This is an optimization exercise on Yosys and OpenROAD, whose aim is small area, not a production implementation.
Function was not checked in any run shown here: the RTL went through the layout flow alone.
Power is estimated from default activity; no workload was simulated.

==> design/flow/design.v <==
`timescale 1ns / 1ps
module top_module(
    input clk,
    rst,
    floor_0_p,
    floor_1_p,
    floor_2_p,
    floor_3_p,
    floor_4_p,
    direction_1,
    direction_2,
    direction_3,
    floor_0_d,
    floor_1_d,
    floor_2_d,
    floor_3_d,
    floor_4_d,
    output led_inside_0,
    led_inside_1,
    led_inside_2,
    led_inside_3,
    led_inside_4,
    led_outside_0,
    led_outside_1,
    led_outside_2,
    led_outside_3,
    led_outside_4,
    led_busy,
    a_out,b_out,c_out,d_out,e_out,f_out,g_out,p_out,
    output [7:0] an
);
    function [5:0] inc6(input [5:0] x);
        inc6 = x ^ {&x[4:0], &x[3:0], &x[2:0], &x[1:0], x[0], 1'b1};
    endfunction
    function [4:0] inc5(input [4:0] x);
        inc5 = x ^ {&x[3:0], &x[2:0], &x[1:0], x[0], 1'b1};
    endfunction
    reg [5:0] r;
    reg [4:0] b, a;
    wire r_wrap = (r == 6'd49);
    wire tick = (r == 6'd23);
    wire b_wrap = (b == 5'd19);
    wire t249 = (a == 5'd12 && b == 5'd9) || (a == 5'd24 && b == 5'd19);
    wire t1 = (a == 5'd0 && b == 5'd1) || (a == 5'd12 && b == 5'd11);
    wire step = tick && t249;
    always @(posedge clk) begin
        if (!rst) begin
            r <= 6'd63;
            b <= 5'd0;
            a <= 5'd0;
        end else begin
            r <= r_wrap ? 6'd0 : inc6(r);
            if (tick) begin
                b <= b_wrap ? 5'd0 : inc5(b);
                if (b_wrap)
                    a <= (a == 5'd24) ? 5'd0 : inc5(a);
            end
        end
    end
    reg [7:0] anr;
    wire an7 = &anr[6:0];
    wire anff = an7 & anr[7];
    always @(posedge clk) begin
        if (!rst)
            anr <= 8'hff;
        else if (r_wrap && b == 5'd0)
            anr <= {anr[6:0], ~an7};
    end
    assign an = anr;
    wire wend = (r == 6'd24) && t1 && !anff;
    wire early0 = anff && b == 5'd0;
    wire early3 = anff && b < 5'd3;
    wire [4:0] fp = {floor_4_p, floor_3_p, floor_2_p, floor_1_p, floor_0_p};
    wire [4:0] fd = {floor_4_d, floor_3_d, floor_2_d, floor_1_d, floor_0_d};
    reg [4:0] s0, fdl;
    reg [2:0] q1, q2, q3;
    wire [4:0] rise = fp & ~(s0 & ~{5{early0}});
    wire [2:0] rise_f = rise[0] ? 3'd0 : rise[1] ? 3'd1 : rise[2] ? 3'd2 :
                        rise[3] ? 3'd3 : rise[4] ? 3'd4 : 3'd7;
    always @(posedge clk)
        if (tick) begin
            s0 <= fp; q1 <= rise_f; q2 <= q1; q3 <= q2;
            fdl <= fd;
        end
    wire [2:0] hq = early3 ? 3'd7 : q3;
    wire hpv = (hq != 3'd7);
    wire [4:0] cab = fd & ~(fdl & ~{5{early0}});
    reg [4:0] inr, outr;      
    reg busy;                 
    reg P;                    
    reg [2:0] kat;            
    reg [2:0] LP;             
    reg [1:0] SM;             
    reg [2:0] pr;             
    reg PA;                   
    reg [2:0] sd;             
    reg dk;                   
    reg Cd;                   
    wire k0 = (kat == 3'd0);
    wire hv = (pr != 3'd7) && (pr != kat);
    wire cv = (sd != 3'd7) && (sd != kat);
    wire tv = hv | cv;
    wire [2:0] t = hv ? pr : sd;
    wire arrive = busy && !k0 && (LP == kat);
    wire mid = busy && !k0 && !arrive && (SM == ((kat == 3'd4) ? 2'd3 : kat[1:0]));
    wire other = !k0 && !arrive && !mid;
    wire start = tv && (k0 || (other && !busy));
    wire between = P ? (t < kat && t > LP) : (t > kat && t < LP);
    wire accept = other && busy && tv && between && (!hv || PA == P);
    wire clr0 = k0 && !tv;
    wire move = other && busy;
    wire set = start || accept;
    wire [4:0] kat_oh = 5'b1 << kat;
    wire [4:0] t_oh = 5'b1 << t;
    wire [4:0] clr_m = (arrive || mid || clr0) ? kat_oh : 5'b0;
    wire [4:0] n_out = (outr & ~clr_m) | ((set && hv) ? t_oh : 5'b0);
    wire [4:0] n_in = (inr & ~clr_m) | ((set && !hv) ? t_oh : 5'b0);
    wire n_busy = start ? 1'b1 : (arrive || clr0) ? 1'b0 : busy;
    wire hp_dir = (hq == 3'd0) ? 1'b0 : (hq == 3'd1) ? direction_1 :
                  (hq == 3'd2) ? direction_2 : (hq == 3'd3) ? direction_3 : 1'b1;
    wire [2:0] cab_f = cab[0] ? 3'd0 : cab[1] ? 3'd1 : cab[2] ? 3'd2 : cab[3] ? 3'd3 : 3'd4;
    always @(posedge clk) begin
        if (tick) begin
            if (hpv) PA <= hp_dir;
            if (step) begin
                if (start) begin
                    P <= (t < kat);
                    LP <= t;
                end
                if (start || k0 || mid)
                    SM <= 2'd0;
                else if (accept)
                    SM <= t[1:0];
                dk <= (k0 && start) || move;
            end
        end
        if (!rst) begin
            inr <= 0; outr <= 0; busy <= 0; kat <= 0; Cd <= 0;
            pr <= 3'd7; sd <= 3'd7;
        end else if (wend) begin
            if (dk)
                kat <= P ? kat - 3'd1 : kat + 3'd1;
            Cd <= busy;
        end else if (tick) begin
            if (step) begin
                busy <= n_busy;
                inr <= n_in; outr <= n_out;
                pr <= 3'd7; sd <= 3'd7;
            end else begin
                if (hpv) pr <= hq;
                if (|cab) sd <= cab_f;
            end
        end
    end
    assign {led_inside_4, led_inside_3, led_inside_2, led_inside_1, led_inside_0} = inr;
    assign {led_outside_4, led_outside_3, led_outside_2, led_outside_1, led_outside_0} = outr;
    assign led_busy = busy;
    wire busy_d = Cd;
    wire [2:0] kat_d = kat;
    wire P_d = P | k0;
    reg [6:0] d0, d4, d5;
    always @* begin
        case (kat_d)
            3'd0: d0 = 7'b0000001;
            3'd1: d0 = 7'b1001111;
            3'd2: d0 = 7'b0010010;
            3'd3: d0 = 7'b0000110;
            default: d0 = 7'b1101100;
        endcase
        if (!busy_d) begin
            d4 = 7'b1000010; d5 = 7'b1001111;
        end else if (P_d) begin
            d4 = 7'b0000001; d5 = 7'b1000010;
        end else begin
            d4 = 7'b0011000; d5 = 7'b1000001;
        end
    end
    wire [6:0] seg = ({7{anr[0]}} | d0) & ({7{anr[1]}} | 7'b1111110) &
                     ({7{anr[2]}} | 7'b1110001) & ({7{anr[3]}} | 7'b0111000) &
                     ({7{anr[4]}} | d4) & ({7{anr[5]}} | d5) &
                     ({7{anr[6]}} | 7'b1111110) & ({7{anr[7]}} | 7'b1111110);
    assign {a_out, b_out, c_out, d_out, e_out, f_out, g_out} = seg;
    assign p_out = 1'b1;
endmodule
==> design/flow/flow/run.sh <==
#!/bin/bash
# Standard ORFS layout, with the smallest buffer cell used for port buffering.
set -euo pipefail
cd "$(dirname "${BASH_SOURCE[0]}")/.."
echo 'export BUFFER_PORTS_ARGS = -buffer_cell sky130_fd_sc_hd__buf_1' >> config.mk
bash standard.sh > flow_standard.log 2>&1
==> design/flow/standard.sh <==
#!/bin/bash
# synth_recipe.tcl (not shown) runs the flow's synth.tcl, then flattens the netlist and writes it again
# the make line also repeats each setting of config.mk as NAME=value (left out here)
make -C /OpenROAD-flow-scripts/flow DESIGN_CONFIG=/design/flow/config.mk WORK_HOME=/design/flow/orfs CLKGATE_MAP_FILE= SYNTH_SCRIPT=/design/flow/synth_recipe.tcl "${@:-finish}"
==> design/flow/config.mk <==
export PLATFORM = sky130hd
export DESIGN_NAME = top_module
export DESIGN_NICKNAME = top_module
export VERILOG_FILES = /design/flow/design.v
export SDC_FILE = /design/flow/constraint.sdc
export NUM_CORES = 4
export LEC_CHECK = 0
export CAP_MARGIN = 0
export CORE_MARGIN = 2
export CORE_UTILIZATION = 40
export SLEW_MARGIN = 0
export BUFFER_PORTS_ARGS = -buffer_cell sky130_fd_sc_hd__buf_1
==> design/flow/constraint.sdc <==
create_clock -name core_clock -period 10.0 [get_ports {clk}]
set_input_delay 2.0000 -clock core_clock [delete_from_list [all_inputs] [get_ports {clk}]]
set_output_delay 2.0000 -clock core_clock [all_outputs]
set_load 0.01 [all_outputs]
==> impl_metrics.tcl, run 1 <==
set metrics [dict create \
    clk_latency_ps 370 \
    slew_headroom_pct 17.1 \
    hold_viol_final 0 \
    crit_chain "inv_1 > ha_1 > nor2b_1 > nor2_1 > nor2_1 > mux2i_1 > nor3_1 > buf_1" \
    cts_num_sinks 72 \
    grt_antenna_before_repair 0 \
    yosys_warnings 1 \
    hold_buffers 0 \
    r2r_cells 13 \
    max_cap_violations 0 \
    rsz0062_at_grt "false" \
    start_util_pct 41.3 \
    dr.pass1.iters 4 \
    antenna_left 0 \
    grt_pass1_wl_um 15900 \
    finalInstanceArea_sq_um 4470 \
    synth_nets 499 \
    r2r_setup_slack_ps 5480 \
    ir_drop_uv 61.8 \
    r2r-start "kat[2]" \
    gr-total-overflow 0 \
    crit_end "g_out" \
    clockRootBuffer "clkbuf_8" \
    clk_path_buf_depth 2 \
    cp_common_cell "nor2_1" \
    slew_viol_final 0 \
    total_power_mw 0.618 \
    end_kind "primary output" \
    worst_pin_slew_ps 1230 \
    cp_max_fo 18 \
    fin_tns_setup_ps 0 \
    finalSetupViolCount 0 \
    portBuffers 40 \
    worstSetupPathType "register to primary output" \
    post_cts_buffers 0 \
    period_needed_ps 4590 \
    path_clk_slew_ps 100 \
    placed_cells 616 \
    ys_ff_latch 72 \
    die_h_um 105 \
    drive_gt1_share_pct 6.21 \
    coreArea_sq_um 9770 \
    max_stage_delay_ps 770 \
    worstPathArrival_ps 2590 \
    worst-path-buf-inv 2 \
    hold_class "register to register" \
    placementRows 36 \
    synth-edff-count 27 \
    hold_ws_ps 432 \
    die_w_um 105 \
    startpoint "kat[1]" \
    hpwl_um 6770 \
    critPathTopFamily "flip-flops" \
    synthDistinctLibCells 67 \
    fmax_mhz 218 \
    r2r-end "outr[4]" \
    cts_resized 0 \
    clock_skew_ps 15.3 \
    worstSetupPathDepth 8 \
    power.density_nw_per_um2 138 \
    netlist_area_sq_um 4040 \
    n_antenna_cell 0 \
    synthArstFlopShare_pct 0 \
    htreeDepth 3 \
    first_iter_violations 171 \
    vias_per_cell 5.41 \
    ys.flop_type "dfxtp_1" \
    crit_slowest_cell "dfxtp_1" \
    fin_crit_sh_pct 45.9 \
    area_growth_pct 10.7 \
    netlist_instances 461 \
    cts_made_buffers 9 \
    num-nets-final 532 \
    ys_seq_area_share_pct 42.4 \
    drcViolationCount 0 \
    io_pins 42 \
    outcome "no timing/DRC/antenna violations" \
    grt_usage_pct 18.1 \
    cp_data_required_time_ps 8000 \
    grt_pass1_vias 3302 \
    stdcell_count 632 \
    wl_per_cell_um 14.8 \
    grt_max_degree 44 \
    synth_area_per_cell_sq_um 8.76 \
    routed_wl_um 9370 \
    vias 3419 \
    power_leakage_nw 1.69 \
    die_area_sq_um 10900 \
    cp-start-kind "register" \
    place_area_sq_um 4280 \
    cts_tree "yes" \
    gp_congestion 0.862 \
]
## logic make-up (layout without fill, tap and decap cells)
logic type	after synthesis	in the layout	synth area share (%)
AO/OA/AOI/OAI	105	105	18.2
XOR/XNOR	13	13	2.82
adder cells (fa/ha/maj)	23	23	7.12
buffers and inverters	47	85	4.92
flip-flops	72	72	42.4
multiplexers	5	5	1.24
other	1	1	0.0928
AND/OR/NAND/NOR	195	195	23.2
## final cells by class
class	instances	area, sq um
sequential	72	1710
clock inverter	7	68.8
timing repair buffer	43	173
multi-input combinational	342	2130
tap	133	166
clock buffer	9	124
fill	978	5300
inverter	26	97.6
## where the power goes
| group | internal, mW | leakage (nW) | switching [mW] |
|---|---|---|---|
| registers | 0.313 | 0.605 | 0.00921 |
| logic | 0.0240 | 0.986 | 0.0376 |
| clock network | 0.0984 | 0.101 | 0.136 |
| total | 0.435 | 1.69 | 0.183 |
## metal layers
layer | up-vias | track usage (%) | routed length (um)
li1 | 1725 | - | -
met1 | 1586 | 22.8 | 4160
met5 | - | 0 | 0
met3 | 19 | 4.89 | 505
met2 | 89 | 28.6 | 4410
met4 | 0 | 8.49 | 299
## per-stage QoR
step                      setup WS, ps  utilization, %
final                             5410            45.7
after global routing              5010            45.7
after floorplan                   6150               -
after CTS                         5410            45.7
after global placement            5690            43.8
after detailed placement          5520            43.8
## flip-flops by register name, summed over array words and instances, names as in the netlist, 2 cells and up
signal / count
r: 6
SM: 2
q1: 3
outr: 5
b: 5
inr: 5
anr: 8
LP: 3
a: 5
kat: 3
q2: 3
pr: 3
fdl: 5
sd: 3
q3: 3
s0: 5
## cells in the mapped netlist, types with 2 or more instances
| library cell | instances | area (sq um) |
|---|---|---|
| nand2_1 | 80 | 300 |
| dfxtp_1 | 45 | 901 |
| nor2_1 | 31 | 116 |
| edfxtp_1 | 27 | 811 |
| o21ai_0 | 25 | 125 |
| inv_1 | 24 | 90.1 |
| ha_1 | 23 | 288 |
| a21oi_1 | 21 | 105 |
| nand3_1 | 18 | 90.1 |
| nor3_1 | 18 | 90.1 |
| clkbuf_1 | 11 | 41.3 |
| nand4_1 | 11 | 68.8 |
| o31ai_1 | 10 | 75.1 |
| a21boi_0 | 8 | 60.1 |
| nor2b_1 | 8 | 50.1 |
| xor2_1 | 8 | 70.1 |
| o311ai_0 | 7 | 61.3 |
| and3_1 | 5 | 31.3 |
| buf_2 | 5 | 25.0 |
| mux2i_1 | 5 | 50.1 |
| nand2b_1 | 5 | 31.3 |
| o211ai_1 | 5 | 37.5 |
| xnor2_1 | 5 | 43.8 |
| and2_1 | 3 | 18.8 |
| a211o_1 | 2 | 17.5 |
| a211oi_1 | 2 | 15.0 |
| a221oi_1 | 2 | 17.5 |
| buf_4 | 2 | 15.0 |
| clkinv_1 | 2 | 7.51 |
| nor3b_1 | 2 | 15.0 |
| o211a_1 | 2 | 20.0 |
| o22ai_1 | 2 | 12.5 |
| o31a_1 | 2 | 17.5 |
| o41ai_1 | 2 | 17.5 |
## cell usage in the layout, fill, tap and decap left out, types with 5 or more instances in the layout
cell       n
o21ai_0   25
nand2b_1   5
nand3_1   18
o31ai_1   10
nor3_1    18
nand4_1   11
o311ai_0   7
nand2_1   80
ha_1      23
dfxtp_1   45
xnor2_1    5
inv_1     24
edfxtp_1  27
nor2_1    31
and3_1     5
a21boi_0   8
mux2i_1    5
xor2_1     8
a21oi_1   21
clkbuf_8   9
buf_1     40
nor2b_1    8
o211ai_1   5
## worst min path at each step
| stage | slack (ps) | endpoint | cells past startpoint | start |
|---|---|---|---|---|
| after floorplan | 400 | q2[0] | 0 | q1[0] |
| after global placement | 400 | q2[2] | 0 | q1[2] |
| after detailed placement | 410 | q2[2] | 0 | q1[2] |
| after CTS | 430 | q2[2] | 0 | q1[2] |
| after global routing | 450 | q2[2] | 0 | q1[2] |
| final | 430 | q2[2] | 0 | q1[2] |
==> inputs of run 2 (changes only) <==
==> design/flow/run.sh (new file) <==
#!/bin/bash
# synth_recipe.tcl (not shown) runs the flow's synth.tcl, then flattens the netlist and writes it again
# the make line also repeats each setting of config.mk as NAME=value (left out here)
make -C /OpenROAD-flow-scripts/flow DESIGN_CONFIG=/design/flow/config.mk WORK_HOME=/design/flow/orfs CLKGATE_MAP_FILE= SYNTH_SCRIPT=/design/flow/synth_recipe.tcl finish
--- a/design/flow/config.mk
+++ b/design/flow/config.mk
@@ -10,3 +10,2 @@
 export CORE_UTILIZATION = 40
 export SLEW_MARGIN = 0
-export BUFFER_PORTS_ARGS = -buffer_cell sky130_fd_sc_hd__buf_1
removed: design/flow/flow/run.sh
removed: design/flow/standard.sh
==> impl_metrics.tcl, run 2 <==
set metrics [dict create \
    synth_top_area_share_pct 22.3 \
    clk_path_buf_depth 2 \
    drive_gt1_share_pct 6.02 \
    cts_made_buffers 9 \
    cp-start-kind "register" \
    gr-total-overflow 0 \
    power_leakage_nw 1.80 \
    portBuffers 40 \
    num-nets-final 531 \
    final_common_cell "nand2_1" \
    ys_ff_latch 72 \
    first_iter_violations 135 \
    path_clk_slew_ps 90 \
    fin_tns_setup_ps 0 \
    synthDistinctLibCells 67 \
    power.density_nw_per_um2 132 \
    antenna_left 0 \
    worstSetupPathType "register to primary output" \
    total_power_mw 0.623 \
    slew_viol_final 0 \
    pre_cts_slack_ps 5460 \
    grt_max_degree 44 \
    fin_ws_ps 5030 \
    ir_drop_uv 87.1 \
    gp_congestion 0.853 \
    netlist_instances 461 \
    layout_common_cells "nand2_1, dfxtp_1, clkdlybuf4s50_1" \
    area_growth_pct 16.7 \
    post_cts_buffers 0 \
    coreArea_sq_um 9770 \
    synth.most_common_cell "nand2_1" \
    worst_pin_slew_ps 1230 \
    hold_viol_final 0 \
    grt_usage_pct 18.0 \
    rsz0062_at_grt "false" \
    clockRootBuffer "clkbuf_8" \
    die_h_um 105 \
    end_kind "primary output" \
    synth-edff-count 27 \
    ys_seq_area_share_pct 42.4 \
    cp_max_fo 18 \
    n_antenna_cell 0 \
    cp_data_required_time_ps 8000 \
    cts_resized 0 \
    synth_nets 499 \
    grt_pass1_vias 3277 \
    htreeDepth 3 \
    synth_area_per_cell_sq_um 8.76 \
    synthArstFlopShare_pct 0 \
    fin_crit_sh_pct 49.7 \
    start_util_pct 41.3 \
    synth_common_cells "nand2_1, dfxtp_1, nor2_1, edfxtp_1, o21ai_0" \
    netlist_area_sq_um 4040 \
    largest_register_ffs 8 \
    dr.pass1.iters 4 \
    top_regs "anr x8, r x6" \
    grt_antenna_before_repair 0 \
    wl_per_cell_um 15.1 \
    outcome "no timing/DRC/antenna violations" \
    top_register "anr" \
    vias 3393 \
    yosys_warnings 1 \
    clk_latency_ps 360 \
    synthTopCellsByArea "dfxtp_1, edfxtp_1, nand2_1" \
    placementRows 36 \
    hold_class "register to register" \
    die_area_sq_um 10900 \
    drcViolationCount 0 \
    slew_headroom_pct 17.0 \
    fmax_mhz 201 \
    routed_wl_um 9560 \
    hold_buffers 0 \
    ys.flop_type "dfxtp_1" \
    period_needed_ps 4970 \
    max_cap_violations 0 \
    die_w_um 105 \
    yosys.area.top_type "dfxtp_1" \
    cts_num_sinks 72 \
    clock_skew_ps 8.88 \
    finalSetupViolCount 0 \
    worstPathArrival_ps 2970 \
    grt_pass1_wl_um 16000 \
    hpwl_um 6850 \
    vias_per_cell 5.38 \
    io_pins 42 \
    cts_tree "yes" \
]
==> run 2: power by group <==
part / leakage (nW) / switching [mW] / internal (mW)
logic: 1.09 / 0.0373 / 0.0307
registers: 0.605 / 0.00878 / 0.313
clock network: 0.0995 / 0.136 / 0.0974
==> run 2: critical path, cell delays in order (launching register included) <==
cell             delay (ps)
dfxtp_1                 760
inv_1                   250
ha_1                    300
nor2b_1                 220
nor2_1                  190
nor2_1                   70
mux2i_1                 120
nor3_1                  140
clkdlybuf4s50_1         560
==> run 2: final timing paths <==
check | cells past startpoint | end | slack, ps | from
setup / recovery | 8 | g_out | 5030 | kat[1]
hold / removal | 0 | q3[2] | 430 | q2[2]
setup reg to reg | 13 | inr[4] | 5430 | kat[2]
hold reg to reg | 0 | q3[2] | 430 | q2[2]
==> run 2: routing by layer <==
metal  track usage, %  wire, um  vias to the layer above
met5                0         0                        -
met4             7.05       135                        0
met3             3.82       439                       13
met2             29.8      4730                       78
met1             22.9      4260                     1582
li1                 -         -                     1720
==> run 2: cell type report <==
cell class | instances | area [sq um]
Multi-Input combinational cell | 342 | 2130
Inverter | 26 | 97.6
Sequential cell | 72 | 1710
Timing Repair Buffer | 42 | 415
Tap cell | 133 | 166
Fill cell | 961 | 5060
Clock buffer | 9 | 124
Clock inverter | 7 | 71.3
==> run 2: stage by stage <==
step           instances  util (%)  area (sq um)  hold slack, ps
3_3_place_gp         615      46.2          4520             402
6_report             631      48.2          4720             426
3_5_place_dp         615      46.2          4520             406
4_1_cts              631      48.2          4720             428
2_1_floorplan        461         -          4040             400
5_1_grt              631      48.2          4720             434
==> run 2: cells by family after synthesis <==
kind of cell / after synthesis / share of synthesized area, %
other: 1 / 0.0928
and+or+nand+nor: 195 / 23.2
adders and majority gates: 23 / 7.12
xor gates and xnor gates: 13 / 2.82
muxes: 5 / 1.24
buffers and inverters: 47 / 4.92
AOI/OAI and AO/OA: 105 / 18.2
DFF: 72 / 42.4
==> inputs of run 3 (changes only) <==
--- a/design/flow/design.v
+++ b/design/flow/design.v
@@ -71,18 +71,14 @@
     wire early0 = anff && b == 5'd0;
     wire early3 = anff && b < 5'd3;
+    wire early4 = anff && b < 5'd4;
     wire [4:0] fp = {floor_4_p, floor_3_p, floor_2_p, floor_1_p, floor_0_p};
     wire [4:0] fd = {floor_4_d, floor_3_d, floor_2_d, floor_1_d, floor_0_d};
-    reg [4:0] s0, fdl;
-    reg [2:0] q1, q2, q3;
-    wire [4:0] rise = fp & ~(s0 & ~{5{early0}});
-    wire [2:0] rise_f = rise[0] ? 3'd0 : rise[1] ? 3'd1 : rise[2] ? 3'd2 :
-                        rise[3] ? 3'd3 : rise[4] ? 3'd4 : 3'd7;
+    reg [4:0] s0, s1, s2, s3, fdl;
     always @(posedge clk)
         if (tick) begin
-            s0 <= fp; q1 <= rise_f; q2 <= q1; q3 <= q2;
+            s0 <= fp; s1 <= s0; s2 <= s1; s3 <= s2;
             fdl <= fd;
         end
-    wire [2:0] hq = early3 ? 3'd7 : q3;
-    wire hpv = (hq != 3'd7);
+    wire [4:0] hp = s2 & ~{5{early3}} & ~(s3 & ~{5{early4}});
     wire [4:0] cab = fd & ~(fdl & ~{5{early0}});
     reg [4:0] inr, outr;      
@@ -117,10 +113,10 @@
     wire [4:0] n_in = (inr & ~clr_m) | ((set && !hv) ? t_oh : 5'b0);
     wire n_busy = start ? 1'b1 : (arrive || clr0) ? 1'b0 : busy;
-    wire hp_dir = (hq == 3'd0) ? 1'b0 : (hq == 3'd1) ? direction_1 :
-                  (hq == 3'd2) ? direction_2 : (hq == 3'd3) ? direction_3 : 1'b1;
+    wire [2:0] hp_f = hp[0] ? 3'd0 : hp[1] ? 3'd1 : hp[2] ? 3'd2 : hp[3] ? 3'd3 : 3'd4;
+    wire hp_dir = hp[0] ? 1'b0 : hp[1] ? direction_1 : hp[2] ? direction_2 : hp[3] ? direction_3 : 1'b1;
     wire [2:0] cab_f = cab[0] ? 3'd0 : cab[1] ? 3'd1 : cab[2] ? 3'd2 : cab[3] ? 3'd3 : 3'd4;
     always @(posedge clk) begin
         if (tick) begin
-            if (hpv) PA <= hp_dir;
+            if (|hp) PA <= hp_dir;
             if (step) begin
                 if (start) begin
@@ -148,5 +144,5 @@
                 pr <= 3'd7; sd <= 3'd7;
             end else begin
-                if (hpv) pr <= hq;
+                if (|hp) pr <= hp_f;
                 if (|cab) sd <= cab_f;
             end
--- a/design/flow/config.mk
+++ b/design/flow/config.mk
@@ -6,6 +6,6 @@
 export NUM_CORES = 4
 export LEC_CHECK = 0
-export CAP_MARGIN = 0
+export CAP_MARGIN = 20
 export CORE_MARGIN = 2
 export CORE_UTILIZATION = 40
-export SLEW_MARGIN = 0
+export SLEW_MARGIN = 20
==> impl_metrics.tcl, run 3 <==
set metrics [dict create \
    rsz0062_at_grt "false" \
    synthTopCellsByArea "edfxtp_1, dfxtp_1, ha_1" \
    ys.flop_type "dfxtp_1" \
    clock_skew_ps 14.2 \
    num-nets-final 538 \
    synth_top_family_by_area "simple AND/OR/NAND/NOR gates" \
    synth-simple-area-share_pct 21.2 \
    worstSetupPathType "register to primary output" \
    pwr-share-clk_pct 33.8 \
    netlist_area_sq_um 4150 \
    synth_top_area_share_pct 23.9 \
    io_pins 42 \
    cts_num_sinks 78 \
    fin_crit_sh_pct 49.1 \
    final_common_cell "nand2_1" \
    placed_cells 624 \
    pre_cts_slack_ps 5490 \
    worstPathArrival_ps 2910 \
    yosys_warnings 1 \
    grt_pass1_wl_um 15600 \
    cp_max_fo 15 \
    layout_common_cells "nand2_1, dfxtp_1, nor2_1" \
    largest_register_ffs 8 \
    startpoint "kat[0]" \
    power_leakage_nw 1.86 \
    power.density_nw_per_um2 130 \
    path_clk_slew_ps 90 \
    coreArea_sq_um 10200 \
    netlist_instances 460 \
    wl_per_cell_um 14.6 \
    grt_pass1_vias 3226 \
    synth-edff-count 33 \
    p_int_mw 0.469 \
    cts_made_buffers 9 \
    cp-start-kind "register" \
    first_iter_violations 186 \
    worst_pin_slew_ps 758 \
    fin_tns_setup_ps 0 \
    fmax_mhz 203 \
    drive_gt1_share_pct 6.14 \
    yosys.area.top_type "edfxtp_1" \
    top_register "anr" \
    p_comb_share_pct 11.2 \
    cp_data_required_time_ps 8000 \
    p_seq_share_pct 55.0 \
    r2r_setup_slack_ps 5770 \
    synth_area_per_cell_sq_um 9.03 \
    regArea_sq_um 1890 \
    vias_per_cell 5.38 \
    r2r_cells 13 \
    synthAdderAreaFrac_pct 6.93 \
    fin_ws_ps 5090 \
    r2r-end "SM[1]" \
    clk_path_buf_depth 2 \
    ys_seq_area_share_pct 45.6 \
    htreeDepth 3 \
    yosys.area_share.xor_xnor_pct 2.95 \
    hpwl_um 6810 \
    hold_class "register to register" \
    cts_tree "yes" \
    portBuffers 40 \
    p_sw_share_pct 26.1 \
    synth_nets 498 \
    hold_ws_ps 425 \
    die_h_um 106 \
    multi_input_area_sq_um 2070 \
    synth_common_cells "nand2_1, dfxtp_1, nor2_1, edfxtp_1, inv_1" \
    crit_end "g_out" \
    synthDistinctLibCells 67 \
    placementRows 37 \
    drcViolationCount 0 \
    hold_viol_final 0 \
    period_needed_ps 4910 \
    r2r-start "kat[2]" \
    nFillCells 982 \
    die_w_um 106 \
    grt_usage_pct 17.6 \
    grt_max_degree 31 \
    start_util_pct 40.8 \
    vias 3449 \
    top_regs "anr x8, r x6" \
    clk_latency_ps 360 \
    slew_headroom_pct 49.4 \
    finalInstanceArea_sq_um 4880 \
    clockRootBuffer "clkbuf_8" \
    antenna_left 0 \
    place_area_sq_um 4670 \
    ir_drop_uv 55.6 \
    gr-total-overflow 0 \
    end_kind "primary output" \
    gp_congestion 0.937 \
    finalSetupViolCount 0 \
    synth_compound_area_share_pct 17.0 \
    synthMuxAreaShare_pct 1.75 \
    die_area_sq_um 11200 \
    post_cts_buffers 0 \
    max_cap_violations 0 \
    slew_viol_final 0 \
    grt_antenna_before_repair 0 \
    area_growth_pct 17.4 \
    power.switching_mw 0.165 \
    hold_buffers 0 \
    dr.pass1.iters 4 \
    outcome "no timing/DRC/antenna violations" \
    synthArstFlopShare_pct 0 \
    routed_wl_um 9380 \
    ys_ff_latch 78 \
    total_power_mw 0.635 \
    n_antenna_cell 0 \
    cts_resized 0 \
    synth.most_common_cell "nand2_1" \
    stdcell_count 641 \
    fin_util_pct 47.9 \
]
-- run 3: changes by cell type after synthesis, sizes merged, moves of 7 or more --
cell / previous run / this run
nand3: 18 / 25
nor2: 31 / 41
inv: 24 / 35
nand2: 80 / 61
o311ai: 7 / 0
-- run 3: critical path, stage by stage, from the launching register on --
cell and delay, ps:
dfxtp_1 660, inv_1 250, ha_1 340, nor2b_1 190
nor2_1 190, nor2_1 70, mux2i_1 110, nor3_1 170
clkdlybuf4s50_1 570
-- run 3: worst min-delay path by stage --
| stage | from | to | slack [ps] | cells after the start |
|---|---|---|---|---|
| finish | s1[4] | s2[4] | 430 | 0 |
| CTS | s1[1] | s2[1] | 420 | 0 |
| global route | s1[1] | s2[1] | 430 | 0 |
| floorplan | s0[0] | s1[0] | 400 | 0 |
| global placement | s1[2] | s2[2] | 400 | 0 |
| detailed placement | s1[1] | s2[1] | 400 | 0 |
-- run 3: logic make-up (layout without fill, tap and decap cells) --
kind of cell             count (synthesis)  count (layout)
flip-flops                              78              78
AND/OR/NAND/NOR                        184             184
buffers and inverters                   48              93
adder cells (fa/ha/maj)                 23              23
other                                    1               1
AO/OA/AOI/OAI                          105             105
multiplexers                             7               7
XOR/XNOR                                14              14
-- run 3: per-layer routing --
| layer | global-route usage [%] | vias to the layer above | wire, um |
|---|---|---|---|
| met5 | 0 | - | 0 |
| met3 | 3.99 | 16 | 544 |
| met2 | 27.9 | 108 | 4340 |
| met4 | 8.55 | 0 | 194 |
| li1 | - | 1717 | - |
| met1 | 22.6 | 1608 | 4290 |
-- run 3: power by group through the flow --
stage | clock [mW] | sequential (mW) | combinational [mW]
finish | 0.214 | 0.349 | 0.0711
global route | 0.236 | 0.351 | 0.0803
CTS | 0.222 | 0.349 | 0.0704
detailed placement | 0 | 0.356 | 0.0700
global placement | 0 | 0.356 | 0.0690
floorplan | 0 | 0.354 | 0.0455
-- run 3: final cells by class --
| type | count | area share [%] |
|---|---|---|
| Multi-Input combinational cell | 334 | 42.5 |
| Tap cell | 136 | 3.49 |
| Inverter | 35 | 2.69 |
| Sequential cell | 78 | 38.8 |
| Timing Repair Buffer | 42 | 8.93 |
| Clock inverter | 5 | 0.718 |
| Clock buffer | 11 | 2.90 |

-- re-timing with driven ports --
The flow's constraints put no driver on any port. The routed layouts listed below were extracted and timed again, unchanged, in two steps.
Step 1: set_driving_cell puts a clkbuf_16 on clk and a buf_2 on each other input, an assumption about the parent block.
Step 2 times the ports against the registers' clock, not the clock port: input delays grow and output delays shrink by t, the midpoint of the rising clock arrivals with the driver on.
Three values: no drivers, after step 1, after step 2; two values: the first two.
| run | t (ns) | slack for setup (ns) | worst setup path at the end | worst register clock-pin slew, ns |
|---|---|---|---|---|
| run 1 | 0.393 | 5.411 / 5.378 / 5.476 | register to register | 0.10 / 0.10 |
| run 2 | 0.392 | 5.030 / 4.997 / 5.389 | register to output | 0.09 / 0.09 |
| run 3 | 0.388 | 5.085 / 5.054 / 5.442 | register to output | 0.09 / 0.09 |
After both steps setup and hold are still met in every run listed.
